This design comes from an exercise in tuning for small area and a short achievable clock period on the open sky130 flow, not from production work.
Only simulation tests tie the RTL to the original design; equivalence was not proved.
No activity file was given, so power comes from the tool's default toggle rates.

### design/flow/flow/run.sh
#!/bin/bash
set -uo pipefail
bash standard.sh SETUP_SLACK_MARGIN=7 finish > make_flow.log 2>&1
### design/flow/standard.sh
#!/bin/bash
# synth_recipe.tcl (not shown) runs the flow's synth.tcl, then flattens the netlist and writes it again
# the make line also repeats each setting of config.mk as NAME=value (left out here)
make -C /OpenROAD-flow-scripts/flow DESIGN_CONFIG=/design/flow/config.mk WORK_HOME=/design/flow/orfs CLKGATE_MAP_FILE= SYNTH_SCRIPT=/design/flow/synth_recipe.tcl "${@:-finish}"
### design/flow/config.mk
export PLATFORM = sky130hd
export DESIGN_NAME = CPU
export DESIGN_NICKNAME = CPU
export VERILOG_FILES = /design/flow/design.v
export SDC_FILE = /design/flow/constraint.sdc
export NUM_CORES = 4
export LEC_CHECK = 0
export CAP_MARGIN = 30
export CORE_MARGIN = 2
export CORE_UTILIZATION = 40
export PLACE_DENSITY = 0.6
export SLEW_MARGIN = 30
### design/flow/constraint.sdc
create_clock -name core_clock -period 11.0 [get_ports {clk_div}]
set_input_delay 2.2000 -clock core_clock [delete_from_list [all_inputs] [get_ports {clk_div}]]
set_output_delay 2.2000 -clock core_clock [all_outputs]
set_load 0.01 [all_outputs]
### design/flow/design.v
module CPU(
    input clk_div, rst_n,
    input ext_irq,
    output [31:0] imem_addr,
    input  [31:0] imem_data,
    output [31:0] dmem_addr,
    output [31:0] dmem_wdata,
    output dmem_we,
    output dmem_re,
    input  [31:0] dmem_rdata
);
    wire clk = clk_div;
    reg [31:0] pc;                  
    reg [31:0] d_pc, d_ins;         
    reg        irq_q;               
    reg [31:0] e_a, e_b;            
    reg [15:0] e_imm;
    reg        e_lu, e_ext;
    reg        e_rw, e_mw, e_mr, e_zr;
    reg [4:0]  e_ac;                
    reg        e_fa, e_fb;          
    reg        e_src2, e_sub;
    reg        e_rsum, e_rand, e_ror, e_rxor, e_rnor, e_rpass;
    reg        e_rsll, e_rsrl, e_rsra, e_rlt;
    reg        e_beq, e_bne, e_blez, e_bgez, e_bgtz, e_badd;
    reg        m_rw, m_mw, m_mr, m_zr;
    reg [4:0]  m_ac;
    reg [31:0] m_alu, m_b;
    reg        w_rw;
    reg [4:0]  w_ac;
    reg [31:0] w_d;
    reg [32*32-1:32] rf;
    reg [31:1]       rv;
    wire [31:0] memres = m_mr ? dmem_rdata : (m_zr ? 32'b0 : m_alu);
    wire        m_we = m_rw & (|m_ac);
    wire        w_we = w_rw & (|w_ac);
    assign dmem_addr  = m_alu;
    assign dmem_wdata = m_b;
    assign dmem_we    = m_mw;
    assign dmem_re    = m_mr;
    assign imem_addr  = pc;
    wire irq = ext_irq & ~irq_q;
    wire k   = d_pc[31];
    wire [5:0]  op = d_ins[31:26];
    wire [5:0]  fn = d_ins[5:0];
    wire [4:0]  rs = d_ins[25:21];
    wire [4:0]  rt = d_ins[20:16];
    wire [4:0]  rd = d_ins[15:11];
    wire [15:0] imm = d_ins[15:0];
    wire op0 = (op == 6'h00);
    wire fjr = op0 & (fn == 6'h08 | fn == 6'h09);
    wire legal = (op >= 6'h01 && op <= 6'h0d) | op == 6'h0f | op == 6'h23 | op == 6'h2b |
        (op0 & (fn == 6'h08 | fn == 6'h09 | fn == 6'h00 | fn == 6'h02 | fn == 6'h03 |
                (fn >= 6'h20 && fn <= 6'h27) | fn == 6'h2a | fn == 6'h2b));
    wire te = ~legal & ~k;          
    wire jump = (op == 6'h02) | (op == 6'h03) | fjr;
    wire brn  = (op >= 6'h04 && op <= 6'h07) | (op == 6'h01) | fjr;
    wire rw_r = te ? 1'b1 :
        ~(op == 6'h01 || op == 6'h02 || op == 6'h04 || op == 6'h05 || op == 6'h06 ||
          op == 6'h07 || op == 6'h2b || (op0 && fn == 6'h08));
    wire [1:0] rdst_r = te ? 2'h3 :
        (op == 6'h23 || op == 6'h0f || op == 6'h08 || op == 6'h09 || op == 6'h0c ||
         op == 6'h0d || op == 6'h0a || op == 6'h0b) ? 2'h1 :
        (op == 6'h03 || (op0 && fn == 6'h09)) ? 2'h2 : 2'h0;
    wire mr_r = (op == 6'h23);
    wire mw   = (op == 6'h2b);
    wire zr_r = te | op == 6'h03 | fjr;
    wire src1_r = op0 & (fn == 6'h00 | fn == 6'h02 | fn == 6'h03);
    wire src2_r = ~(op0 | (op >= 6'h01 && op <= 6'h07));
    wire ext = op0 ? (fn == 6'h20 | fn == 6'h22 | fn == 6'h2a | fn == 6'h08) :
        (op == 6'h23 | op == 6'h2b | op == 6'h08 | op == 6'h01 | op == 6'h0a |
         (op >= 6'h04 && op <= 6'h07));
    wire lu = (op == 6'h0f);
    localparam [5:0] ALUadd = 6'b000_000, ALUsub = 6'b000_001, ALUand = 6'b011_000,
        ALUor = 6'b011_110, ALUxor = 6'b010_110, ALUnor = 6'b010_001, ALUnop = 6'b011_010,
        ALUsll = 6'b100_000, ALUsrl = 6'b100_001, ALUsra = 6'b100_011, ALUeq = 6'b110_011,
        ALUneq = 6'b110_001, ALUlt = 6'b110_101, ALUlez = 6'b111_101, ALUgez = 6'b111_001,
        ALUgtz = 6'b111_111;
    reg [5:0] ff, af;
    always @(*) begin
        case (fn)
            6'd32, 6'd33, 6'd8, 6'd9: ff = ALUadd;
            6'd34, 6'd35: ff = ALUsub;
            6'd36: ff = ALUand;
            6'd37: ff = ALUor;
            6'd38: ff = ALUxor;
            6'd39: ff = ALUnor;
            6'd0:  ff = ALUsll;
            6'd2:  ff = ALUsrl;
            6'd3:  ff = ALUsra;
            6'd42, 6'd43: ff = ALUlt;
            default: ff = ALUnop;
        endcase
        case (op)
            6'h00: af = ff;
            6'h23, 6'h2b, 6'h0f, 6'h08, 6'h09, 6'h02, 6'h03: af = ALUadd;
            6'h0c: af = ALUand;
            6'h0d: af = ALUor;
            6'h0a, 6'h0b: af = ALUlt;
            6'h04: af = ALUeq;
            6'h05: af = ALUneq;
            6'h06: af = ALUlez;
            6'h07: af = ALUgtz;
            6'h01: af = ALUgez;
            default: af = ALUnop;
        endcase
    end
    wire [9:0] hot_r = {af == ALUadd || af == ALUsub, af == ALUand, af == ALUor, af == ALUxor,
                        af == ALUnor, af == ALUnop, af == ALUsll, af == ALUsrl, af == ALUsra,
                        af == ALUlt};
    wire [5:0] bhot_r = {6{brn}} & {af == ALUeq, af == ALUneq, af == ALUlez, af == ALUgez,
                                    af == ALUgtz, af == ALUadd};
    wire [9:0] hot_t  = 10'b10_0000_0000;
    wire [5:0] bhot_t = {5'b0, brn};
    reg [31:0] rd1, rd2;
    integer j;
    always @(*) begin
        rd1 = 32'b0;
        rd2 = 32'b0;
        for (j = 1; j < 32; j = j + 1) begin
            rd1 = rd1 | ({32{rs == j && rv[j]}} & rf[j*32 +: 32]);
            rd2 = rd2 | ({32{rt == j && rv[j]}} & rf[j*32 +: 32]);
        end
    end
    wire e_we = e_rw & (|e_ac);
    wire fa2_r = e_we & (e_ac == rs);
    wire fb2_r = e_we & (e_ac == rt);
    wire fa1_r = ~fa2_r & m_we & (m_ac == rs);
    wire fb1_r = ~fb2_r & m_we & (m_ac == rt);
    wire fc_r  = w_we & (w_ac == rs);
    wire fd_r  = w_we & (w_ac == rt);
    wire stall_n = e_mr & ((e_ac == rs) | (e_ac == rt));
    wire stall_i = e_mr & (e_ac == 5'd0);
    wire stall = irq ? stall_i : stall_n;
    wire [31:0] shamt = {27'b0, d_ins[10:6]};
    wire [31:0] a_id_n = fa1_r ? memres : src1_r ? shamt : fc_r ? w_d : rd1;
    wire [31:0] a_id_i = ~k ? 32'b0 : src1_r ? shamt : rd1;
    wire [31:0] a_id = irq ? a_id_i : a_id_n;
    wire [31:0] imm32 = e_lu ? {e_imm, 16'b0} : {{16{e_ext & e_imm[15]}}, e_imm};
    wire [31:0] conba = {imm32[29:0], 2'b00} + d_pc;
    wire [31:0] A  = e_fa ? m_alu : e_a;
    wire [31:0] Bf = e_fb ? m_alu : e_b;
    wire [31:0] B  = e_src2 ? imm32 : Bf;
    wire [31:0] sum;
    AddKS addks(.a(A), .b(B ^ {32{e_sub}}), .cin(e_sub), .s(sum));
    wire z, n;
    BrCmp brcmp(.a(A), .b(Bf), .z(z), .n(n));
    wire branch = (e_beq & z) | (e_bne & ~z) | (e_blez & (n | z)) | (e_bgez & ~A[31]) |
                  (e_bgtz & ~A[31] & ~z) | (e_badd & (A[0] ^ Bf[0]));
    wire [31:0] srl = B >> A[4:0];
    wire [31:0] sra = srl | ({32{B[31]}} & ~(32'hFFFF_FFFF >> A[4:0]));
    wire [31:0] alu =
        ({32{e_rsum}}  & sum) |
        ({32{e_rand}}  & (A & B)) |
        ({32{e_ror}}   & (A | B)) |
        ({32{e_rxor}}  & (A ^ B)) |
        ({32{e_rnor}}  & ~(A | B)) |
        ({32{e_rpass}} & A) |
        ({32{e_rsll}}  & (B << A[4:0])) |
        ({32{e_rsrl}}  & srl) |
        ({32{e_rsra}}  & sra) |
        {31'b0, e_rlt & sum[31]};
    wire [31:0] b_id_n = fb1_r ? memres : fd_r ? w_d : rd2;
    wire [31:0] b_id_i = ~k ? (branch ? conba : d_pc) : rd2;
    wire [31:0] b_id = irq ? b_id_i : b_id_n;
    wire jmp = (op == 6'h02) | (op == 6'h03);
    wire [31:0] jt  = {pc[31:28], d_ins[25:0], 2'b00};
    wire [31:0] pc4 = pc + 32'h4;
    reg [31:0] pc_n, pc_i;
    always @(*) begin
        if (stall_n)     pc_n = pc;
        else if (branch) pc_n = conba;
        else if (te)     pc_n = 32'h8000_0008;
        else if (fjr)    pc_n = fc_r ? w_d : rd1;
        else if (jmp)    pc_n = jt;
        else             pc_n = pc4;
        if (stall_i)     pc_i = pc;
        else if (~k)     pc_i = 32'h8000_0004;
        else if (fjr)    pc_i = rd1;
        else if (jmp)    pc_i = jt;
        else             pc_i = pc4;
    end
    wire [31:0] pc_d = irq ? pc_i : pc_n;
    wire if_flush_n = ~stall_n & (jump | branch);
    wire if_hold_n  = stall_n;
    wire if_hold_i  = stall_i | jump | branch;
    wire [31:0] d_ins_n = if_flush_n ? 32'b0 : if_hold_n ? d_ins : imem_data;
    wire [31:0] d_pc_n  = if_flush_n ? {d_pc[31], 31'b0} : if_hold_n ? d_pc : pc;
    wire [31:0] d_ins_i = if_hold_i ? d_ins : imem_data;
    wire [31:0] d_pc_i  = if_hold_i ? d_pc : pc;
    wire [31:0] d_ins_d = irq ? d_ins_i : d_ins_n;
    wire [31:0] d_pc_d  = irq ? d_pc_i : d_pc_n;
    wire ex_flush_n = stall_n | (~jump & branch);
    always @(posedge clk)
        irq_q <= ext_irq;
    always @(posedge clk or negedge rst_n) begin
        if (!rst_n) begin
            pc    <= 32'b0;
            d_pc  <= 32'h8000_0000;
            d_ins <= 32'b0;
        end else begin
            pc    <= pc_d;
            d_pc  <= d_pc_d;
            d_ins <= d_ins_d;
        end
    end
    localparam NC = 29;
    wire [NC-1:0] ctl_n, ctl_i;
    wire [4:0] ac_n = (rdst_r == 2'h0) ? rd : (rdst_r == 2'h1) ? rt :
                      (rdst_r == 2'h2) ? 5'd31 : 5'd26;
    wire [4:0] ac_k = (rdst_r == 2'h2) ? 5'd31 : (rdst_r == 2'h3) ? 5'd26 : 5'd0;
    assign ctl_n = ex_flush_n ? {NC{1'b0}} :
        {rw_r, mw, mr_r, zr_r, ac_n, fa2_r, fb2_r, src2_r, af[0], hot_r, bhot_r};
    assign ctl_i = k ?
        {rw_r, mw, mr_r, zr_r, ac_k, 2'b00, src2_r, af[0], hot_r, bhot_r} :
        {1'b1, mw, 1'b0, 1'b0, 5'd26, 2'b00, 1'b0, 1'b0, hot_t, bhot_t};
    wire [NC-1:0] ctl_d = irq ? ctl_i : ctl_n;
    always @(posedge clk or negedge rst_n) begin
        if (!rst_n)
            {e_rw, e_mw, e_mr, e_zr, e_ac, e_fa, e_fb, e_src2, e_sub,
             e_rsum, e_rand, e_ror, e_rxor, e_rnor, e_rpass, e_rsll, e_rsrl, e_rsra, e_rlt,
             e_beq, e_bne, e_blez, e_bgez, e_bgtz, e_badd} <= {NC{1'b0}};
        else
            {e_rw, e_mw, e_mr, e_zr, e_ac, e_fa, e_fb, e_src2, e_sub,
             e_rsum, e_rand, e_ror, e_rxor, e_rnor, e_rpass, e_rsll, e_rsrl, e_rsra, e_rlt,
             e_beq, e_bne, e_blez, e_bgez, e_bgtz, e_badd} <= ctl_d;
    end
    always @(posedge clk) begin
        e_a   <= a_id;
        e_b   <= b_id;
        e_imm <= imm;
        e_lu  <= lu;
        e_ext <= ext;
    end
    always @(posedge clk or negedge rst_n) begin
        if (!rst_n) begin
            {m_rw, m_mw, m_mr, m_zr, m_ac} <= 0;
        end else begin
            m_rw <= e_rw;
            m_mw <= e_mw;
            m_mr <= e_mr;
            m_zr <= e_zr;
            m_ac <= e_ac;
        end
    end
    always @(posedge clk) begin
        m_alu <= alu;
        m_b   <= Bf;
    end
    always @(posedge clk or negedge rst_n) begin
        if (!rst_n) begin
            w_rw <= 1'b0;
            w_ac <= 5'd0;
        end else begin
            w_rw <= m_rw;
            w_ac <= m_ac;
        end
    end
    always @(posedge clk)
        w_d <= memres;
    genvar i;
    generate
        for (i = 1; i < 32; i = i + 1) begin : g_rf
            always @(posedge clk)
                if (w_we && w_ac == i) rf[i*32 +: 32] <= w_d;
            always @(posedge clk or negedge rst_n)
                if (!rst_n) rv[i] <= 1'b0;
                else if (w_we && w_ac == i) rv[i] <= 1'b1;
        end
    endgenerate
endmodule
module BrCmp (
    input  [31:0] a, b,
    output z, n
);
    wire [31:0] p = a ~^ b;           
    wire [31:0] g = a & ~b;           
    reg  [30:0] G, P;
    integer i, s;
    always @(*) begin
        G = {g[30:1], g[0] | p[0]};   
        P = p[30:0];
        for (s = 1; s < 31; s = s * 2)
            for (i = 30; i >= 0; i = i - 1)
                if (i >= s) begin
                    G[i] = G[i] | (P[i] & G[i-s]);
                    P[i] = P[i] & P[i-s];
                end
    end
    assign n = p[31] ^ G[30];
    assign z = &p;
endmodule
module AddKS (
    input  [31:0] a, b,
    input  cin,
    output [31:0] s
);
    wire [31:0] p = a ^ b;
    wire [31:0] g = a & b;
    reg  [31:0] G, P;
    integer i, d;
    always @(*) begin
        G = {g[31:1], g[0] | (p[0] & cin)};
        P = p;
        for (d = 1; d < 32; d = d * 2)
            for (i = 31; i >= 0; i = i - 1)
                if (i >= d) begin
                    G[i] = G[i] | (P[i] & G[i-d]);
                    P[i] = P[i] & P[i-d];
                end
    end
    assign s = p ^ {G[30:0], cin};
endmodule
==> reports/metrics.cfg, run 1 <==
[timing]
relSlewSlack = 0.180
fin_crit_sh = 0.388
max_freq_mhz = 234
hold_viol_final = 0
fin_crit_ns = 4.27
setup_viol = 0
setup_ws_ns = 6.73
rsz0062_at_grt = yes
final.setup.tns_ns = 0
report.final.slew_viol_count = 0
clock_skew_ns = 0.0680
tightestPinTransition_ns = 1.23

[floorplan]
die_w_um = 421
initial_core_util = 0.404
row_count = 152
dieHeight_um = 421
core_area_sq_um = 172000
die_area_sq_um = 177000
io-pin-count = 165

[setup_path]
critical_path.endpoint_type = flop
required_ns = 11.70
cp_max_fo = 33
path_class = reg -> reg
crit_arrival_ns = 4.97
start_kind = flop

[power]
power_w = 0.0188
power_density_nw_per_um2 = 221
ir_worst_vdd_uv = 154
p_leak_nw = 32.2

[synthesis]
synth_nets = 6432
synth_seq_area_share = 0.542
synth_xor_area_frac = 0.0169
synth-compound-area-share = 0.194
syn_avg_cell_area_sq_um = 11.2
ys_seq_elements = 1342
synth_edf_count = 992
synth-main-ff-cell = edfxtp_1
ys_types = 100
netlist_instances = 6203
synthesis.area_sq_um = 69500
yosys.area_share.simple = 0.128
synthArstFlopShare = 0.127
ys_warn_count = 3
synth_top_family_by_area = compound AO/OA/AOI/OAI gates
muxShareOfSynthArea = 0.0534
synthAdderAreaFrac = 0.0294

[run_status]
outcome = timing/DRC/antenna clean

[drt]
vias_per_cell = 7.47
ant_nets = 0
routedWlPerCell_um = 43.2
via_count = 67100
first_iter_violations = 15200
routed_wirelength_um = 388000
first_pass_iters = 11
drc_errors = 0

[place]
io_buffers = 164
post-place-ws_ns = 5.11
dp_hpwl_um = 231000
dpl_cell_area_sq_um = 74200
gp_congestion = 1.01

[global_route]
antenna_found_initial = 52
grt_pass1_wl_um = 510000
grt_pass1_vias = 61300
grt-ovfl-total = 0
grt_usage = 0.419
grt_start_max_net_pins = 119

[layout]
final_common_cell = edfxtp_1
fin_area_sq_um = 84900
nNetsFinal = 6714
drive_above_1_share = 0.212
synthToLayoutAreaGrowth_pct = 22.1
layout.area.seq_sq_um = 37800
nFillCells = 15000
multiInputGateArea_sq_um = 32100
mostFrequentLayoutCells = 992 x edfxtp_1, 755 x a22oi_1, 485 x nand2_1
final_util = 0.493

[cts]
clock_latency_ns = 0.84
clk_path_buf_depth = 3
clkSinkCount = 1342
htreeDepth = 4
numCtsBuffers = 149
cts_tree = yes
root_buffer = clkbuf_16
clk_pin_slew_ns = 0.06
cts_hold_buf = 0

[run]
cap_viol_max_count = 0

[worst_hold_path]
worst_hold_path_type = reg -> reg

## critical path: stages (launching register included)
cell,delay [ns]
dfrtp_1,0.37
buf_6,0.17
nor3b_2,0.17
buf_4,0.34
and2_1,0.33
buf_4,0.38
a222oi_1,0.53
nand3_1,0.16
or4_4,0.61
mux2_2,0.34
a21oi_1,0.25
o22ai_2,0.12
a221o_1,0.26
## layer usage
layer,global-route usage,wire length [um],vias up
met5,0.0164,588,-
met4,0.379,46600,28
met3,0.186,62100,2511
met2,0.593,156000,7472
met1,0.473,123000,32000
li1,-,-,25000
## registers in the layout, indices dropped and copies added (netlist names), 5 cells and up
| signal | count |
|---|---|
| m_alu | 32 |
| d_pc | 32 |
| rv | 31 |
| e_b | 32 |
| rf | 992 |
| e_a | 32 |
| pc | 32 |
| m_ac | 5 |
| d_ins | 32 |
| w_ac | 5 |
| m_b | 32 |
| w_d | 32 |
| e_ac | 5 |
| e_imm | 16 |
## metrics by stage
stage	std cells	hold WS (ns)
global placement	8415	0.335
CTS	8806	0.360
detailed placement	8417	0.346
floorplan	6203	0.331
finish	8983	0.355
global route	8934	0.367
## synthesized netlist by cell type (33+ instances only)
| cell type | number | area share |
|---|---|---|
| a222oi_1 | 64 | 0.0092 |
| nand3_1 | 205 | 0.015 |
| o221ai_1 | 42 | 0.0053 |
| buf_1 | 48 | 0.0026 |
| a21o_1 | 35 | 0.0038 |
| nor2b_1 | 40 | 0.0036 |
| edfxtp_1 | 992 | 0.43 |
| ha_1 | 160 | 0.029 |
| or4_1 | 40 | 0.0043 |
| clkbuf_1 | 354 | 0.019 |
| nand4_1 | 65 | 0.0059 |
| a2111oi_0 | 78 | 0.0098 |
| dfrtp_1 | 170 | 0.061 |
| a21oi_1 | 201 | 0.014 |
| xor2_1 | 60 | 0.0076 |
| or2_2 | 44 | 0.0040 |
| mux2_2 | 113 | 0.018 |
| o21ai_0 | 287 | 0.021 |
| o21ai_1 | 38 | 0.0027 |
| and3_1 | 285 | 0.026 |
| xnor2_1 | 74 | 0.0093 |
| nand2_1 | 526 | 0.028 |
| nor3_1 | 53 | 0.0038 |
| a221oi_1 | 65 | 0.0082 |
| o211ai_1 | 33 | 0.0036 |
| nor2_1 | 248 | 0.013 |
| buf_2 | 47 | 0.0034 |
| dfxtp_1 | 179 | 0.052 |
| a31oi_1 | 33 | 0.0030 |
| and2_1 | 35 | 0.0032 |
| inv_1 | 135 | 0.0073 |
| mux2i_1 | 171 | 0.025 |
| a22oi_1 | 755 | 0.082 |
| nand2b_1 | 58 | 0.0052 |
| a211oi_1 | 39 | 0.0042 |
## cells by family after synthesis
| family | Yosys count |
|---|---|
| DFF | 1342 |
| xor gates and xnor gates | 134 |
| and+or+nand+nor | 1743 |
| adders and majority gates | 162 |
| muxes | 317 |
| AOI/OAI and AO/OA | 1888 |
| buffers and inverters | 617 |
## worst paths after layout
path	startpoint	endpoint	slack (ns)	cells past startpoint
max	d_ins[25]	pc[19]	6.73	12
min	e_mw	m_mw	0.35	0
max reg2reg	d_ins[25]	pc[19]	6.73	12
min reg2reg	e_mw	m_mw	0.35	0
max in group asynchronous	rst_n	m_mr	8.29	2
min in group asynchronous	rst_n	m_mw	1.34	1
## layout make-up
| type | count | area share |
|---|---|---|
| diodes | 66 | 0.00195 |
| clock buffers | 182 | 0.0471 |
| clock inverters | 91 | 0.0128 |
| inverters | 141 | 0.00632 |
| multi-input cells | 4245 | 0.379 |
| flip-flops and latches | 1342 | 0.445 |
| well taps | 2310 | 0.0341 |
| repair buffers | 606 | 0.0738 |
## repair_timing
action                     4_1_cts  5_1_grt
buffers inserted                95       94
pin swaps                       74      127
setup endpoints to repair      290      209
gates cloned                    21       16
hold endpoints to repair         0        0
gates resized for setup        438      354
## power by group
group	leakage [nW]	internal (W)	switching, W	total [W]
Clock	2.48	0.00300	0.00229	0.00528
Sequential	12.7	0.00639	0.000924	0.00732
Combinational	17.0	0.00215	0.00405	0.00620
Total	32.2	0.0115	0.00726	0.0188
==> inputs of run 2 (changes only) <==
==> design/flow/flow/run.sh (replaced) <==
#!/bin/bash
set -uo pipefail
bash standard.sh SETUP_SLACK_MARGIN=7 "BUFFER_PORTS_ARGS=-buffer_cell sky130_fd_sc_hd__buf_2" finish > make_flow.log 2>&1
--- a/design/flow/config.mk
+++ b/design/flow/config.mk
@@ -10,2 +10,4 @@
 export CORE_UTILIZATION = 40
+export CTS_CLUSTER_DIAMETER = 80
+export CTS_CLUSTER_SIZE = 24
 export PLACE_DENSITY = 0.6
==> run 2 against run 1 <==
Largest power group unchanged. Critical path type unchanged. Global-route usage up 0.15 points. Die area unchanged. Utilization shrank 2.1 points. Clock skew is 0.0099 ns higher. Total power down 10%. Via count decreased by 1.3%. First-iteration DRC count up 2.0%. Critical endpoint is now d_pc[14]. Synthesized cell count did not move. Combinational power fell by 3%. Fmax grew 0.71%. Sequential power shrank 1%. Largest cell class unchanged.
==> reports/metrics.cfg, run 2 <==
[global_route]
grt_usage = 0.421  ; was 0.419
grt_start_max_net_pins = 71  ; was 119
antenna_found_initial = 52  ; unchanged
grtUsageMet1 = 0.491  ; was 0.473
grt_pass1_wl_um = 511000  ; was 510000 um
grtUsageMet3 = 0.170  ; was 0.186
use_met2 = 0.600  ; was 0.593
grt_pass1_vias = 60000  ; was 61300
top_usage_layer = met2  ; unchanged
grt-ovfl-total = 0  ; unchanged

[timing]
fin_crit_ns = 4.24  ; was 4.27 ns
rsz0062_at_grt = yes  ; unchanged
tightestPinTransition_ns = 1.16  ; was 1.23 ns
max_freq_mhz = 236  ; was 234 MHz
final.setup.tns_ns = 0  ; unchanged
hold_viol_final = 0  ; unchanged
clock_skew_ns = 0.0779  ; was 0.0680 ns
relSlewSlack = 0.230  ; was 0.180
fin_crit_sh = 0.386  ; was 0.388
setup_viol = 0  ; unchanged
whs_ns = 0.371  ; was 0.355 ns
report.final.slew_viol_count = 0  ; unchanged

[setup_path]
cp_max_fo = 14  ; was 33
path_class = reg -> reg  ; unchanged
worstRegToRegCells = 15  ; was 12
cp_cell_sequence = buf_12 > buf_16 > mux2_4 > ha_4 > nand4_1 > or4_4 > or4_4 > nor3_4 > a2bb2oi_2 > nand2_2 > buf_12 > nor3_4 > buf_6 > clkbuf_16 > o21ai_0  ; was buf_6 > nor3b_2 > buf_4 > and2_1 > buf_4 > a222oi_1 > nand3_1 > or4_4 > mux2_2 > a21oi_1 > o22ai_2 > a221o_1
crit_slowest_cell = or4_4  ; unchanged
start_kind = flop  ; unchanged
crit_buf_inv = 5  ; was 3
required_ns = 11.62  ; was 11.70 ns
critical_path_depth = 15  ; was 12
timing.rr.start = e_fa  ; was d_ins[25]
crit_arrival_ns = 4.86  ; was 4.97 ns
crit_family = simple AND/OR/NAND/NOR gates  ; unchanged
reg2reg_to = d_pc[14]  ; was pc[19]
critical_path.endpoint_type = flop  ; unchanged
cp_slowest_stage_delay_ns = 0.69  ; was 0.61 ns
reg2reg_slack_ns = 6.76  ; was 6.73 ns

[drt]
routed_wirelength_um = 388000  ; about the same
via_count = 66200  ; was 67100
first_iter_violations = 15500  ; was 15200
first_pass_iters = 10  ; was 11
ant_nets = 0  ; unchanged
routedWlPerCell_um = 43.7  ; was 43.2 um
vias_per_cell = 7.47  ; about the same
drc_errors = 0  ; unchanged

[cts]
cts_tree = yes  ; unchanged
root_buffer = clkbuf_16  ; unchanged
clock_latency_ns = 0.80  ; was 0.84 ns
clkSinkCount = 1342  ; unchanged
clk_pin_slew_ns = 0.08  ; was 0.06 ns
cts_hold_buf = 0  ; unchanged
clk_path_buf_depth = 3  ; unchanged
htreeDepth = 3  ; was 4
numCtsBuffers = 83  ; was 149

[worst_hold_path]
whs_endpoint = m_zr  ; was m_mw
holdPathStages = 0  ; unchanged
hold_start = e_zr  ; was e_mw
worst_hold_path_type = reg -> reg  ; unchanged

[synthesis]
synthesis.area_sq_um = 69500  ; unchanged
synth-main-ff-cell = edfxtp_1  ; unchanged
synth_nets = 6432  ; unchanged
ys_types = 100  ; unchanged
ys_warn_count = 3  ; unchanged
synth_edf_count = 992  ; unchanged
syn_avg_cell_area_sq_um = 11.2  ; unchanged
ys_seq_elements = 1342  ; unchanged
netlist_instances = 6203  ; unchanged
synth_common_cells = 992 x edfxtp_1, 755 x a22oi_1, 526 x nand2_1  ; unchanged
synth_top_area_cell = edfxtp_1  ; unchanged
synth_seq_area_share = 0.542  ; unchanged
synthArstFlopShare = 0.127  ; unchanged
synth_area_leaders = edfxtp_1 43%, a22oi_1 8.2%, dfrtp_1 6.1%  ; unchanged
yosysTopAreaCellShare = 0.429  ; unchanged
yosysMostFrequentCell = edfxtp_1  ; unchanged

[layout]
synthToLayoutAreaGrowth_pct = 16.9  ; was 22.1%
final_util = 0.472  ; was 0.493
drive_above_1_share = 0.207  ; was 0.212
nNetsFinal = 6625  ; was 6714
top_register = rf  ; unchanged
largest_reg_flops = 992  ; unchanged
mostFrequentLayoutCells = 992 x edfxtp_1, 755 x a22oi_1, 508 x nand2_1  ; was 992 x edfxtp_1, 755 x a22oi_1, 485 x nand2_1
final_common_cell = edfxtp_1  ; unchanged

[place]
io_buffers = 164  ; unchanged
dp_hpwl_um = 234000  ; was 231000 um
gp_congestion = 1.02  ; was 1.01

[power]
p_leak_nw = 30.7  ; was 32.2 nW
ir_worst_vdd_uv = 144  ; was 154 uV
power_density_nw_per_um2 = 207  ; was 221 nW/um^2
power_w = 0.0169  ; was 0.0188 W

[floorplan]
die_area_sq_um = 177000  ; unchanged
core_area_sq_um = 172000  ; unchanged
io-pin-count = 165  ; unchanged
dieHeight_um = 421  ; unchanged
die_w_um = 421  ; unchanged
row_count = 152  ; unchanged
initial_core_util = 0.404  ; unchanged

[run]
cap_viol_max_count = 0  ; unchanged

[run_status]
outcome = timing/DRC/antenna clean  ; unchanged

## run 2: cell types whose count changed in the layout (fill, tap and decap cells not counted), sizes merged, moves of 34 or more
cell / previous run / this run
clkinv: 65 / 19
clkbuf: 197 / 103
clkdlybuf4s50: 106 / 0
dlygate4sd2: 49 / 0
buf: 425 / 571
diode: 66 / 100
## run 2: worst max-delay path by stage
stage,startpoint,end
after CTS,e_fa,d_pc[23]
final,e_fa,d_pc[14]
after floorplan,e_fa,pc[31]
after detailed placement,e_fa,d_pc[31]
after global routing,e_fa,d_pc[0]
after global placement,e_fa,pc[21]
## run 2: cell families after synthesis
kind of cell	Yosys count	share of synthesized area
flops	1342	0.542
simple gates	1743	0.128
xor+xnor	134	0.0169
mux	317	0.0534
fa+ha+maj	162	0.0294
compound gates	1888	0.194
buf+inv	617	0.0364
## run 2: per-stage QoR
| step | area, sq um | setup slack, ns | std cells |
|---|---|---|---|
| 2_1_floorplan | 69600 | 6.97 | 6203 |
| 3_3_place_gp | 73400 | 5.18 | 8426 |
| 3_5_place_dp | 73500 | 5.21 | 8430 |
| 4_1_cts | 78700 | 6.75 | 8669 |
| 5_1_grt | 81100 | 6.67 | 8801 |
| 6_report | 81200 | 6.76 | 8862 |
## run 2: metal layers
layer,part of all wire,routed length [um],up-vias
li1,-,-,24800
met1,0.33,126000,31800
met2,0.41,158000,7240
met3,0.15,59200,2296
met4,0.11,43500,39
met5,0.0019,739,-
## run 2: timing repair
action | 4_1_cts | 5_1_grt
cloned | 17 | 7
setup buffers | 81 | 83
setup endpoints to repair | 216 | 205
gates resized for setup | 306 | 310
pin swaps | 53 | 86
hold endpoints to repair | 0 | 0
## run 2: area by class of cell
| cell class | instances | area (sq um) |
|---|---|---|
| diodes | 100 | 250 |
| clock buffers | 95 | 2170 |
| clock inverters | 46 | 648 |
| fillers | 15700 | 90900 |
| inverters | 141 | 547 |
| multi-input cells | 4245 | 31900 |
| flip-flops and latches | 1342 | 37700 |
| well taps | 2310 | 2890 |
| repair buffers | 583 | 5130 |
## run 2: worst reg2reg max path, stage by stage, from the launching register on
cell and delay (ns):
dfrtp_2 0.46, buf_12 0.16, buf_16 0.14, mux2_4 0.32
ha_4 0.26, nand4_1 0.19, or4_4 0.69, or4_4 0.49
nor3_4 0.13, a2bb2oi_2 0.23, nand2_2 0.14, buf_12 0.16
nor3_4 0.17, buf_6 0.23, clkbuf_16 0.22, o21ai_0 0.12
## run 2: where the power goes
part	internal (W)	switching (W)	total [W]
Combinational	0.00199	0.00404	0.00603
Clock	0.00160	0.00200	0.00360
Sequential	0.00636	0.000872	0.00723
==> inputs of run 3 (changes only) <==
--- a/design/flow/design.v
+++ b/design/flow/design.v
@@ -107,2 +107,3 @@
     end
+    wire sub_r = (af == ALUsub) | (af == ALUlt);
     wire [9:0] hot_r = {af == ALUadd || af == ALUsub, af == ALUand, af == ALUor, af == ALUxor,
@@ -143,4 +144,4 @@
     wire [31:0] B  = e_src2 ? imm32 : Bf;
-    wire [31:0] sum;
-    AddKS addks(.a(A), .b(B ^ {32{e_sub}}), .cin(e_sub), .s(sum));
+    wire [31:0] sum, ap, ag;
+    AddKS addks(.a(A), .b(B ^ {32{e_sub}}), .cin(e_sub), .s(sum), .p(ap), .g(ag));
     wire z, n;
@@ -149,14 +150,20 @@
                   (e_bgtz & ~A[31] & ~z) | (e_badd & (A[0] ^ Bf[0]));
-    wire [31:0] srl = B >> A[4:0];
-    wire [31:0] sra = srl | ({32{B[31]}} & ~(32'hFFFF_FFFF >> A[4:0]));
+    wire [31:0] shr, B_rev, shr_rev;
+    genvar q;
+    generate
+        for (q = 0; q < 32; q = q + 1) begin : g_rev
+            assign B_rev[q]   = B[31-q];
+            assign shr_rev[q] = shr[31-q];
+        end
+    endgenerate
+    ShiftR shifter(.x(e_rsll ? B_rev : B), .fill(e_rsra & B[31]), .s(A[4:0]), .y(shr));
     wire [31:0] alu =
         ({32{e_rsum}}  & sum) |
-        ({32{e_rand}}  & (A & B)) |
-        ({32{e_ror}}   & (A | B)) |
-        ({32{e_rxor}}  & (A ^ B)) |
-        ({32{e_rnor}}  & ~(A | B)) |
+        ({32{e_rand}}  & ag) |
+        ({32{e_ror}}   & (ap | ag)) |
+        ({32{e_rxor}}  & ap) |
+        ({32{e_rnor}}  & ~(ap | ag)) |
         ({32{e_rpass}} & A) |
-        ({32{e_rsll}}  & (B << A[4:0])) |
-        ({32{e_rsrl}}  & srl) |
-        ({32{e_rsra}}  & sra) |
+        ({32{e_rsll}}  & shr_rev) |
+        ({32{e_rsrl | e_rsra}} & shr) |
         {31'b0, e_rlt & sum[31]};
@@ -212,5 +219,5 @@
     assign ctl_n = ex_flush_n ? {NC{1'b0}} :
-        {rw_r, mw, mr_r, zr_r, ac_n, fa2_r, fb2_r, src2_r, af[0], hot_r, bhot_r};
+        {rw_r, mw, mr_r, zr_r, ac_n, fa2_r, fb2_r, src2_r, sub_r, hot_r, bhot_r};
     assign ctl_i = k ?
-        {rw_r, mw, mr_r, zr_r, ac_k, 2'b00, src2_r, af[0], hot_r, bhot_r} :
+        {rw_r, mw, mr_r, zr_r, ac_k, 2'b00, src2_r, sub_r, hot_r, bhot_r} :
         {1'b1, mw, 1'b0, 1'b0, 5'd26, 2'b00, 1'b0, 1'b0, hot_t, bhot_t};
@@ -295,6 +302,7 @@
     input  cin,
-    output [31:0] s
+    output [31:0] s,
+    output [31:0] p, g
 );
-    wire [31:0] p = a ^ b;
-    wire [31:0] g = a & b;
+    assign p = a ^ b;
+    assign g = a & b;
     reg  [31:0] G, P;
@@ -313 +321,13 @@
 endmodule
+module ShiftR (
+    input  [31:0] x,
+    input  fill,
+    input  [4:0] s,
+    output [31:0] y
+);
+    wire [31:0] s0 = s[0] ? {fill, x[31:1]} : x;
+    wire [31:0] s1 = s[1] ? {{2{fill}}, s0[31:2]} : s0;
+    wire [31:0] s2 = s[2] ? {{4{fill}}, s1[31:4]} : s1;
+    wire [31:0] s3 = s[3] ? {{8{fill}}, s2[31:8]} : s2;
+    assign y = s[4] ? {{16{fill}}, s3[31:16]} : s3;
+endmodule
--- a/design/flow/config.mk
+++ b/design/flow/config.mk
@@ -9,6 +9,6 @@
 export CORE_MARGIN = 2
-export CORE_UTILIZATION = 40
+export CORE_UTILIZATION = 55
 export CTS_CLUSTER_DIAMETER = 80
 export CTS_CLUSTER_SIZE = 24
-export PLACE_DENSITY = 0.6
+export PLACE_DENSITY = 0.7
 export SLEW_MARGIN = 30
==> run 3 against run 2 <==
Still clean on timing, DRC and antenna. Critical endpoint is now e_a[3]. Die area is 29% lower. Clock skew is 0.029 ns lower. Count of clock-buffer cells in the layout is 7 lower. Wire length is 12% lower. Register-to-register slack worse by 0.11 ns. Worst hold slack better by 0.035 ns. Largest cell class unchanged. Non-clock buffer count is 127 lower. Clock power is 7.2% lower. Synthesized cell count is 4.9% lower. Fmax is 2.4% lower.
==> reports/metrics.cfg, run 3 <==
[setup_path]
critical_path.endpoint_type = flop  ; unchanged
required_ns = 11.59  ; was 11.62 ns
cp_cell_sequence = buf_6 > and3_1 > and2_2 > buf_4 > a22oi_1 > nand3_1 > or4_1 > mux2_2 > nand2_1 > and3_1 > o32ai_4  ; was buf_12 > buf_16 > mux2_4 > ha_4 > nand4_1 > or4_4 > or4_4 > nor3_4 > a2bb2oi_2 > nand2_2 > buf_12 > nor3_4 > buf_6 > clkbuf_16 > o21ai_0
cpMostUsedCell = and3_1
crit_slowest_cell = o32ai_4  ; was or4_4
cp_max_fo = 25  ; was 14
start_kind = flop  ; unchanged
path_class = reg -> reg  ; unchanged
crit_arrival_ns = 4.94  ; was 4.86 ns
cp_slowest_stage_delay_ns = 0.60  ; was 0.69 ns

[synthesis]
synthArstFlopShare = 0.127  ; unchanged
yosysTopAreaCellShare = 0.442  ; was 0.429
synth_common_cells = 992 x edfxtp_1, 633 x a22oi_1, 315 x nand2_1  ; was 992 x edfxtp_1, 755 x a22oi_1, 526 x nand2_1
synth-main-ff-cell = edfxtp_1  ; unchanged
ys_seq_elements = 1342  ; unchanged
synthesis.area_sq_um = 67400  ; was 69500 sq um
ys_warn_count = 3  ; unchanged
synth_edf_count = 992  ; unchanged
syn_avg_cell_area_sq_um = 11.4  ; was 11.2 sq um
ys_types = 100  ; unchanged
yosysMostFrequentCell = edfxtp_1  ; unchanged
synth_top_area_cell = edfxtp_1  ; unchanged
netlist_instances = 5901  ; was 6203
synth_nets = 6099  ; was 6432
synth_area_leaders = edfxtp_1 44%, a22oi_1 7.0%, dfrtp_1 6.3%  ; was edfxtp_1 43%, a22oi_1 8.2%, dfrtp_1 6.1%
synth_seq_area_share = 0.558  ; was 0.542

[floorplan]
die_area_sq_um = 125000  ; was 177000 sq um
io-pin-count = 165  ; unchanged
dieHeight_um = 354  ; was 421 um
core_area_sq_um = 122000  ; was 172000 sq um
initial_core_util = 0.554  ; was 0.404
row_count = 128  ; was 152
die_w_um = 354  ; was 421 um

[timing]
relSlewSlack = 0.140  ; was 0.230
hold_viol_final = 0  ; unchanged
max_freq_mhz = 230  ; was 236 MHz
report.final.slew_viol_count = 0  ; unchanged
setup_viol = 0  ; unchanged
clock_skew_ns = 0.0489  ; was 0.0779 ns
fin_crit_sh = 0.395  ; was 0.386
rsz0062_at_grt = yes  ; unchanged
fin_crit_ns = 4.35  ; was 4.24 ns
tightestPinTransition_ns = 1.28  ; was 1.16 ns
whs_ns = 0.406  ; was 0.371 ns
final.setup.tns_ns = 0  ; unchanged

[worst_hold_path]
worst_hold_path_type = reg -> reg  ; unchanged

[place]
gp_congestion = 1.09  ; was 1.02
place_inst = 7408  ; was 8430
dp_hpwl_um = 202000  ; was 234000 um
io_buffers = 164  ; unchanged

[layout]
nNetsFinal = 6175  ; was 6625
final_util = 0.621  ; was 0.472
largest_reg_flops = 992  ; unchanged
final_common_cell = edfxtp_1  ; unchanged
synthToLayoutAreaGrowth_pct = 12.1  ; was 16.9%
top_register = rf  ; unchanged
drive_above_1_share = 0.173  ; was 0.207
final_cells = 7666  ; was 8862
mostFrequentLayoutCells = 992 x edfxtp_1, 633 x a22oi_1, 312 x nand2_1  ; was 992 x edfxtp_1, 755 x a22oi_1, 508 x nand2_1

[global_route]
grt_pass1_wl_um = 457000  ; was 511000 um
grt_start_max_net_pins = 118  ; was 71
grt-ovfl-total = 0  ; unchanged
grt_pass1_vias = 56900  ; was 60000
grt_usage = 0.523  ; was 0.421
antenna_found_initial = 28  ; was 52

[drt]
first_iter_violations = 16200  ; was 15500
via_count = 63200  ; was 66200
vias_per_cell = 8.24  ; was 7.47
ant_nets = 0  ; unchanged
routed_wirelength_um = 341000  ; was 388000 um
first_pass_iters = 14  ; was 10
drc_errors = 0  ; unchanged
routedWlPerCell_um = 44.5  ; was 43.7 um

[run]
cap_viol_max_count = 0  ; unchanged

[power]
ir_worst_vdd_uv = 180  ; was 144 uV
power_density_nw_per_um2 = 213  ; was 207 nW/um^2
p_leak_nw = 27.7  ; was 30.7 nW

[cts]
clk_path_buf_depth = 3  ; unchanged
clkSinkCount = 1342  ; unchanged
root_buffer = clkbuf_16  ; unchanged
numCtsBuffers = 77  ; was 83
cts_tree = yes  ; unchanged
clk_pin_slew_ns = 0.10  ; was 0.08 ns
htreeDepth = 3  ; unchanged
clock_latency_ns = 0.79  ; was 0.80 ns

[run_status]
outcome = timing/DRC/antenna clean  ; unchanged

==> run 3: changes by cell type after synthesis, sizes merged, moves of 31 or more <==
cell,before,now
inv,139,207
a22oi,755,633
and3,287,153
mux2,113,66
buf,118,168
nand3,205,269
mux2i,173,142
clkbuf,358,295
nand4,65,102
a221oi,65,164
a22o,24,155
ha,160,129
nand2,527,315
a2111oi,87,23
==> run 3: critical path: cells and delay by family, from the launching register on <==
kind / cells / cell delay (ns)
AOI/OAI and AO/OA: 2 / 0.79
muxes: 1 / 0.26
buffers and inverters: 2 / 0.87
DFF: 1 / 0.37
and+or+nand+nor: 6 / 1.84
==> run 3: cells by family after synthesis <==
family,after synthesis,synth area share
compound gates,1943,0.209
simple gates,1455,0.111
flops,1342,0.558
buf+inv,671,0.0417
mux,224,0.0377
xor+xnor,135,0.0175
fa+ha+maj,131,0.0245
==> run 3: path summary, 6_finish.rpt <==
path                       slack (ns)      to       from  cells after the start
max                              6.65  e_a[3]  d_ins[22]                     11
min                              0.41    m_zr       e_zr                      0
max in group asynchronous        8.10    e_fb      rst_n                      3
min in group asynchronous        1.26  rv[30]      rst_n                      1
min reg2reg                      0.41    m_zr       e_zr                      0
max reg2reg                      6.65  e_a[3]  d_ins[22]                     11
==> run 3: layout make-up <==
class / instances / area (sq um)
flip-flops and latches: 1342 / 37700
well taps: 1625 / 2030
multi-input cells: 3892 / 28800
clock buffers: 88 / 2030
diodes: 19 / 47.5
clock inverters: 36 / 472
inverters: 208 / 801
repair buffers: 456 / 3770
fillers: 9624 / 46100
==> run 3: per-layer routing <==
layer | global-route usage | wire length, um | up-vias
met4 | 0.423 | 39800 | 41
met3 | 0.266 | 63000 | 2506
li1 | - | - | 23400
met1 | 0.627 | 108000 | 29800
met2 | 0.699 | 130000 | 7463
met5 | 0.0189 | 563 | -
==> run 3: where the power goes <==
part / switching (W) / internal, W / leakage [nW]
clock: 0.00190 / 0.00144 / 1.21
combinational: 0.00374 / 0.00181 / 13.7
sequential: 0.000890 / 0.00630 / 12.8
total: 0.00654 / 0.00955 / 27.7
==> run 3: timing repair <==
action                     4_1_cts  5_1_grt
pin swaps                       20       43
hold buffers                     0        0
setup endpoints to repair      212      173
resized for setup              182      199
gates cloned                    11       14
buffers inserted                37       52
==> run 3: stage by stage <==
step / setup WS, ns / power, W / cell area [sq um]
global route: 6.82 / 0.0162 / 75600
CTS: 6.97 / 0.0153 / 74000
global placement: 5.30 / 0.0118 / 70100
finish: 6.65 / 0.0161 / 75600
floorplan: 7.01 / 0.00948 / 67500
detailed placement: 5.16 / 0.0118 / 70100
==> inputs of run 4 (changes only) <==
--- a/design/flow/design.v
+++ b/design/flow/design.v
@@ -213,4 +213,2 @@
     end
-    localparam NC = 29;
-    wire [NC-1:0] ctl_n, ctl_i;
     wire [4:0] ac_n = (rdst_r == 2'h0) ? rd : (rdst_r == 2'h1) ? rt :
@@ -218,18 +216,18 @@
     wire [4:0] ac_k = (rdst_r == 2'h2) ? 5'd31 : (rdst_r == 2'h3) ? 5'd26 : 5'd0;
-    assign ctl_n = ex_flush_n ? {NC{1'b0}} :
-        {rw_r, mw, mr_r, zr_r, ac_n, fa2_r, fb2_r, src2_r, sub_r, hot_r, bhot_r};
-    assign ctl_i = k ?
-        {rw_r, mw, mr_r, zr_r, ac_k, 2'b00, src2_r, sub_r, hot_r, bhot_r} :
-        {1'b1, mw, 1'b0, 1'b0, 5'd26, 2'b00, 1'b0, 1'b0, hot_t, bhot_t};
-    wire [NC-1:0] ctl_d = irq ? ctl_i : ctl_n;
+    wire [8:0] act_n = ex_flush_n ? 9'b0 : {rw_r, mw, mr_r, bhot_r};
+    wire [8:0] act_i = k ? {rw_r, mw, mr_r, bhot_r} : {1'b1, mw, 1'b0, bhot_t};
+    wire [8:0] act_d = irq ? act_i : act_n;
+    wire [19:0] opc_n = {zr_r, ac_n, fa2_r, fb2_r, src2_r, sub_r, hot_r};
+    wire [19:0] opc_i = k ? {zr_r, ac_k, 2'b00, src2_r, sub_r, hot_r} :
+                            {1'b0, 5'd26, 2'b00, 1'b0, 1'b0, hot_t};
+    wire [19:0] opc_d = irq ? opc_i : opc_n;
     always @(posedge clk or negedge rst_n) begin
         if (!rst_n)
-            {e_rw, e_mw, e_mr, e_zr, e_ac, e_fa, e_fb, e_src2, e_sub,
-             e_rsum, e_rand, e_ror, e_rxor, e_rnor, e_rpass, e_rsll, e_rsrl, e_rsra, e_rlt,
-             e_beq, e_bne, e_blez, e_bgez, e_bgtz, e_badd} <= {NC{1'b0}};
+            {e_rw, e_mw, e_mr, e_beq, e_bne, e_blez, e_bgez, e_bgtz, e_badd} <= 9'b0;
         else
-            {e_rw, e_mw, e_mr, e_zr, e_ac, e_fa, e_fb, e_src2, e_sub,
-             e_rsum, e_rand, e_ror, e_rxor, e_rnor, e_rpass, e_rsll, e_rsrl, e_rsra, e_rlt,
-             e_beq, e_bne, e_blez, e_bgez, e_bgtz, e_badd} <= ctl_d;
+            {e_rw, e_mw, e_mr, e_beq, e_bne, e_blez, e_bgez, e_bgtz, e_badd} <= act_d;
     end
+    always @(posedge clk)
+        {e_zr, e_ac, e_fa, e_fb, e_src2, e_sub,
+         e_rsum, e_rand, e_ror, e_rxor, e_rnor, e_rpass, e_rsll, e_rsrl, e_rsra, e_rlt} <= opc_d;
     always @(posedge clk) begin
@@ -243,3 +241,3 @@
         if (!rst_n) begin
-            {m_rw, m_mw, m_mr, m_zr, m_ac} <= 0;
+            {m_rw, m_mw, m_mr} <= 3'b0;
         end else begin
@@ -248,4 +246,2 @@
             m_mr <= e_mr;
-            m_zr <= e_zr;
-            m_ac <= e_ac;
         end
@@ -253,2 +249,4 @@
     always @(posedge clk) begin
+        m_zr  <= e_zr;
+        m_ac  <= e_ac;
         m_alu <= alu;
@@ -257,12 +255,11 @@
     always @(posedge clk or negedge rst_n) begin
-        if (!rst_n) begin
+        if (!rst_n)
             w_rw <= 1'b0;
-            w_ac <= 5'd0;
-        end else begin
+        else
             w_rw <= m_rw;
-            w_ac <= m_ac;
-        end
     end
-    always @(posedge clk)
-        w_d <= memres;
+    always @(posedge clk) begin
+        w_ac <= m_ac;
+        w_d  <= memres;
+    end
     genvar i;
==> design/flow/flow/run.sh (replaced) <==
#!/bin/bash
set -uo pipefail
PORTS="BUFFER_PORTS_ARGS=-buffer_cell sky130_fd_sc_hd__buf_2"
bash standard.sh SETUP_SLACK_MARGIN=7 "$PORTS" cts > make_flow_cts.log 2>&1 || exit 1
bash standard.sh SETUP_SLACK_MARGIN=5 "$PORTS" finish > make_flow_finish.log 2>&1
==> run 4 against run 3 <==
Via count is 5.6% higher. Synthesized cell count is 5.9% higher. Clock power is 3% lower. Setup slack worse by 0.12 ns. Synthesized area is 1.4% higher. Wire length is 7.3% higher. Register-to-register slack worse by 0.10 ns. Global-route usage is 3.8 points higher. Sequential share of layout area is 0.76 points lower. Critical path type is now in -> reg. Largest cell class unchanged. Highest routed layer unchanged.
==> reports/metrics.cfg, run 4 <==
[synthesis]
synth_edf_count = 992  ; unchanged
synthArstFlopShare = 0.104  ; was 0.127
synth-main-ff-cell = edfxtp_1  ; unchanged
yosysMostFrequentCell = edfxtp_1  ; unchanged
synth_common_cells = 992 x edfxtp_1, 780 x a22oi_1, 579 x nand2_1  ; was 992 x edfxtp_1, 633 x a22oi_1, 315 x nand2_1
syn_avg_cell_area_sq_um = 10.9  ; was 11.4 sq um
yosysTopAreaCellShare = 0.436  ; was 0.442
synth_top_area_cell = edfxtp_1  ; unchanged
synth_nets = 6450  ; was 6099
synthesis.area_sq_um = 68400  ; was 67400 sq um
synth_area_leaders = edfxtp_1 44%, a22oi_1 8.6%, dfxtp_1 6.1%  ; was edfxtp_1 44%, a22oi_1 7.0%, dfrtp_1 6.3%
ys_seq_elements = 1342  ; unchanged
ys_warn_count = 3  ; unchanged
synth_seq_area_share = 0.548  ; was 0.558
ys_types = 87  ; was 100
netlist_instances = 6252  ; was 5901

[timing]
tightestPinTransition_ns = 1.32  ; was 1.28 ns
setup_ws_ns = 6.54  ; was 6.65 ns
rsz0062_at_grt = no  ; was yes
max_freq_mhz = 224  ; was 230 MHz
clock_skew_ns = 0.0490  ; was 0.0489 ns
report.final.slew_viol_count = 0  ; unchanged
final.setup.tns_ns = 0  ; unchanged
setup_viol = 0  ; unchanged
fin_crit_sh = 0.406  ; was 0.395
relSlewSlack = 0.110  ; was 0.140
fin_crit_ns = 4.46  ; was 4.35 ns
hold_viol_final = 0  ; unchanged

[power]
swShare = 0.427  ; was 0.406
power_density_nw_per_um2 = 226  ; was 213 nW/um^2
pwr-share-clk = 0.188  ; was 0.208
p_seq_frac = 0.445  ; was 0.447
intPower_w = 0.00990  ; was 0.00955 W
comb_power_share = 0.367  ; was 0.345
p_sw_w = 0.00737  ; was 0.00654 W
p_leak_nw = 28.5  ; was 27.7 nW
ir_worst_vdd_uv = 178  ; was 180 uV

[setup_path]
critical_path_depth = 7  ; was 11
crit_slowest_cell = o21ai_0  ; was o32ai_4
start_kind = input port  ; was flop
crit_family = compound AO/OA/AOI/OAI gates  ; was simple AND/OR/NAND/NOR gates
critical_path.endpoint_type = flop  ; unchanged
cp_cell_sequence = buf_2 > nand2b_2 > buf_4 > o21ai_0 > o21ai_0 > o21ai_0 > o221ai_1  ; was buf_6 > and3_1 > and2_2 > buf_4 > a22oi_1 > nand3_1 > or4_1 > mux2_2 > nand2_1 > and3_1 > o32ai_4
worstRegToRegCells = 12  ; was 11
cp_slowest_stage_delay_ns = 0.92  ; was 0.60 ns
crit_arrival_ns = 5.13  ; was 4.94 ns
cp_max_fo = 51  ; was 25
path_class = in -> reg  ; was reg -> reg
required_ns = 11.67  ; was 11.59 ns
cpMostUsedCell = o21ai_0  ; was and3_1
crit_buf_inv = 2  ; unchanged

[cts]
root_buffer = clkbuf_16  ; unchanged
htreeDepth = 3  ; unchanged
numCtsBuffers = 75  ; was 77
clkSinkCount = 1342  ; unchanged
clock_latency_ns = 0.77  ; was 0.79 ns
clk_pin_slew_ns = 0.10  ; about the same
clk_path_buf_depth = 3  ; unchanged
cts_tree = yes  ; unchanged

[drt]
ant_nets = 0  ; unchanged
first_iter_violations = 16300  ; was 16200
drc_errors = 0  ; unchanged
vias_per_cell = 8.28  ; was 8.24
first_pass_iters = 17  ; was 14
routed_wirelength_um = 366000  ; was 341000 um
routedWlPerCell_um = 45.4  ; was 44.5 um
via_count = 66700  ; was 63200

[floorplan]
dieHeight_um = 357  ; was 354 um
io-pin-count = 165  ; unchanged
core_area_sq_um = 123000  ; was 122000 sq um
die_w_um = 357  ; was 354 um
die_area_sq_um = 127000  ; was 125000 sq um
initial_core_util = 0.554  ; about the same
row_count = 129  ; was 128

[place]
dp_hpwl_um = 222000  ; was 202000 um
dpl_cell_area_sq_um = 71600  ; was 70100 sq um
gp_congestion = 1.06  ; was 1.09
io_buffers = 164  ; unchanged
post-place-ws_ns = 4.72  ; was 5.16 ns

[layout]
mostFrequentLayoutCells = 992 x edfxtp_1, 780 x a22oi_1, 569 x nand2_1  ; was 992 x edfxtp_1, 633 x a22oi_1, 312 x nand2_1
largest_reg_flops = 992  ; unchanged
final_common_cell = edfxtp_1  ; unchanged
final_util = 0.619  ; was 0.621
drive_above_1_share = 0.157  ; was 0.173
fin_area_sq_um = 76500  ; was 75600 sq um
synthToLayoutAreaGrowth_pct = 11.8  ; was 12.1%
nNetsFinal = 6508  ; was 6175
top_register = rf  ; unchanged

[global_route]
grt_pass1_wl_um = 491000  ; was 457000 um
grt_start_max_net_pins = 87  ; was 118
grt-ovfl-total = 0  ; unchanged
grt_pass1_vias = 60000  ; was 56900
grt_usage = 0.561  ; was 0.523
antenna_found_initial = 49  ; was 28

[run]
cap_viol_max_count = 0  ; unchanged

[worst_hold_path]
holdPathStages = 0  ; unchanged
worst_hold_path_type = reg -> reg  ; unchanged

[run_status]
outcome = timing/DRC/antenna clean  ; unchanged

run 4: changes by cell type after synthesis, moves of 47 or more:
| cell | delta |
|---|---|
| a2111oi_0 | +47 |
| a221oi_1 | -94 |
| a22o_1 | -115 |
| a22oi_1 | +147 |
| and3_1 | +90 |
| buf_2 | -52 |
| clkbuf_1 | +91 |
| inv_1 | -59 |
| nand2_1 | +264 |
| nand3_1 | -69 |
run 4: power groups by stage:
stage	combinational [W]	sequential (W)	clock, W
3_3_place_gp	0.00544	0.00764	0
5_1_grt	0.00642	0.00765	0.00336
6_report	0.00634	0.00768	0.00325
2_1_floorplan	0.00300	0.00719	0
3_5_place_dp	0.00544	0.00764	0
4_1_cts	0.00589	0.00756	0.00319
run 4: worst paths after layout:
check                      startpoint  endpoint  slack [ns]
min in group asynchronous       rst_n      m_mw        1.54
min reg2reg                      e_mw      m_mw        0.36
max reg2reg                 d_ins[25]    pc[23]        6.55
max                           ext_irq   e_b[14]        6.54
max in group asynchronous       rst_n     pc[9]        8.05
min                              e_mw      m_mw        0.36
run 4: what timing repair did:
item | CTS | global route
hold buffers | 0 | 0
setup endpoints to repair | 201 | 0
hold endpoints to repair | 0 | 0
gates resized for setup | 316 | 0
setup buffers | 60 | 0
run 4: metal layers:
layer	vias up	global-route usage	share of wire
met3	2716	0.273	0.18
met1	31400	0.670	0.32
met4	38	0.470	0.12
li1	24700	-	-
met2	7936	0.752	0.38
met5	-	0.0200	0.0022
run 4: cell type report:
class | instances | area, sq um
fill | 9974 | 47000
timing repair inverter | 2 | 32.5
antenna | 70 | 175
multi-input combinational | 4284 | 29900
sequential | 1342 | 37500
timing repair buffer | 463 | 3790
clock buffer | 87 | 1920
clock inverter | 31 | 464
inverter | 142 | 563
tap | 1637 | 2050
run 4: logic make-up (layout without fill, tap and decap cells):
| logic type | after synthesis | count (layout) | synth area share |
|---|---|---|---|
| xor+xnor | 131 | 131 | 0.0168 |
| compound gates | 2066 | 2066 | 0.214 |
| mux | 193 | 193 | 0.0317 |
| flops | 1342 | 1342 | 0.548 |
| other cells | 0 | 70 | 0 |
| simple gates | 1761 | 1763 | 0.129 |
| fa+ha+maj | 131 | 131 | 0.0242 |
| buf+inv | 628 | 725 | 0.0351 |
run 4: stage by stage:
stage	std cells	hold WS, ns	power, W
floorplan	6252	0.310	0.0102
global placement	7786	0.334	0.0131
detailed placement	7789	0.335	0.0131
CTS	7987	0.356	0.0166
global route	8007	0.383	0.0174
finish	8058	0.356	0.0173

## port drivers added, routing unchanged
Ports are ideal in the flow. The routed layouts listed here were re-timed in OpenROAD.
Step 1, drivers: a clkbuf_16 drives clk_div and a buf_2 each remaining input, both assumed.
Step 2 times the ports against the registers' clock, not the clock port: input delays grow and output delays shrink by t, the midpoint of the rising clock arrivals with the driver on.
a / b / c = no drivers / after step 1 / after step 2; a / b = the first two.
run | t, ns | slack for setup (ns) | worst setup path at the end | clock arrival spread, ns | cell pins on the clock port's net
run 1 | 0.895 | 6.729 / 6.729 / 5.865 | input to register | 0.073 / 0.073 | 1
run 2 | 0.849 | 6.759 / 6.759 / 6.008 | input to register | 0.083 / 0.084 | 1
run 3 | 0.842 | 6.653 / 6.653 / 6.047 | input to register | 0.060 / 0.059 | 1
run 4 | 0.824 | 6.537 / 6.551 / 5.774 | input to register | 0.065 / 0.065 | 1
After both steps setup and hold are still met in every run listed. The setup slack of run 1, which loses most, moves by 0.000 ns with the drivers and by -0.864 ns with both steps.
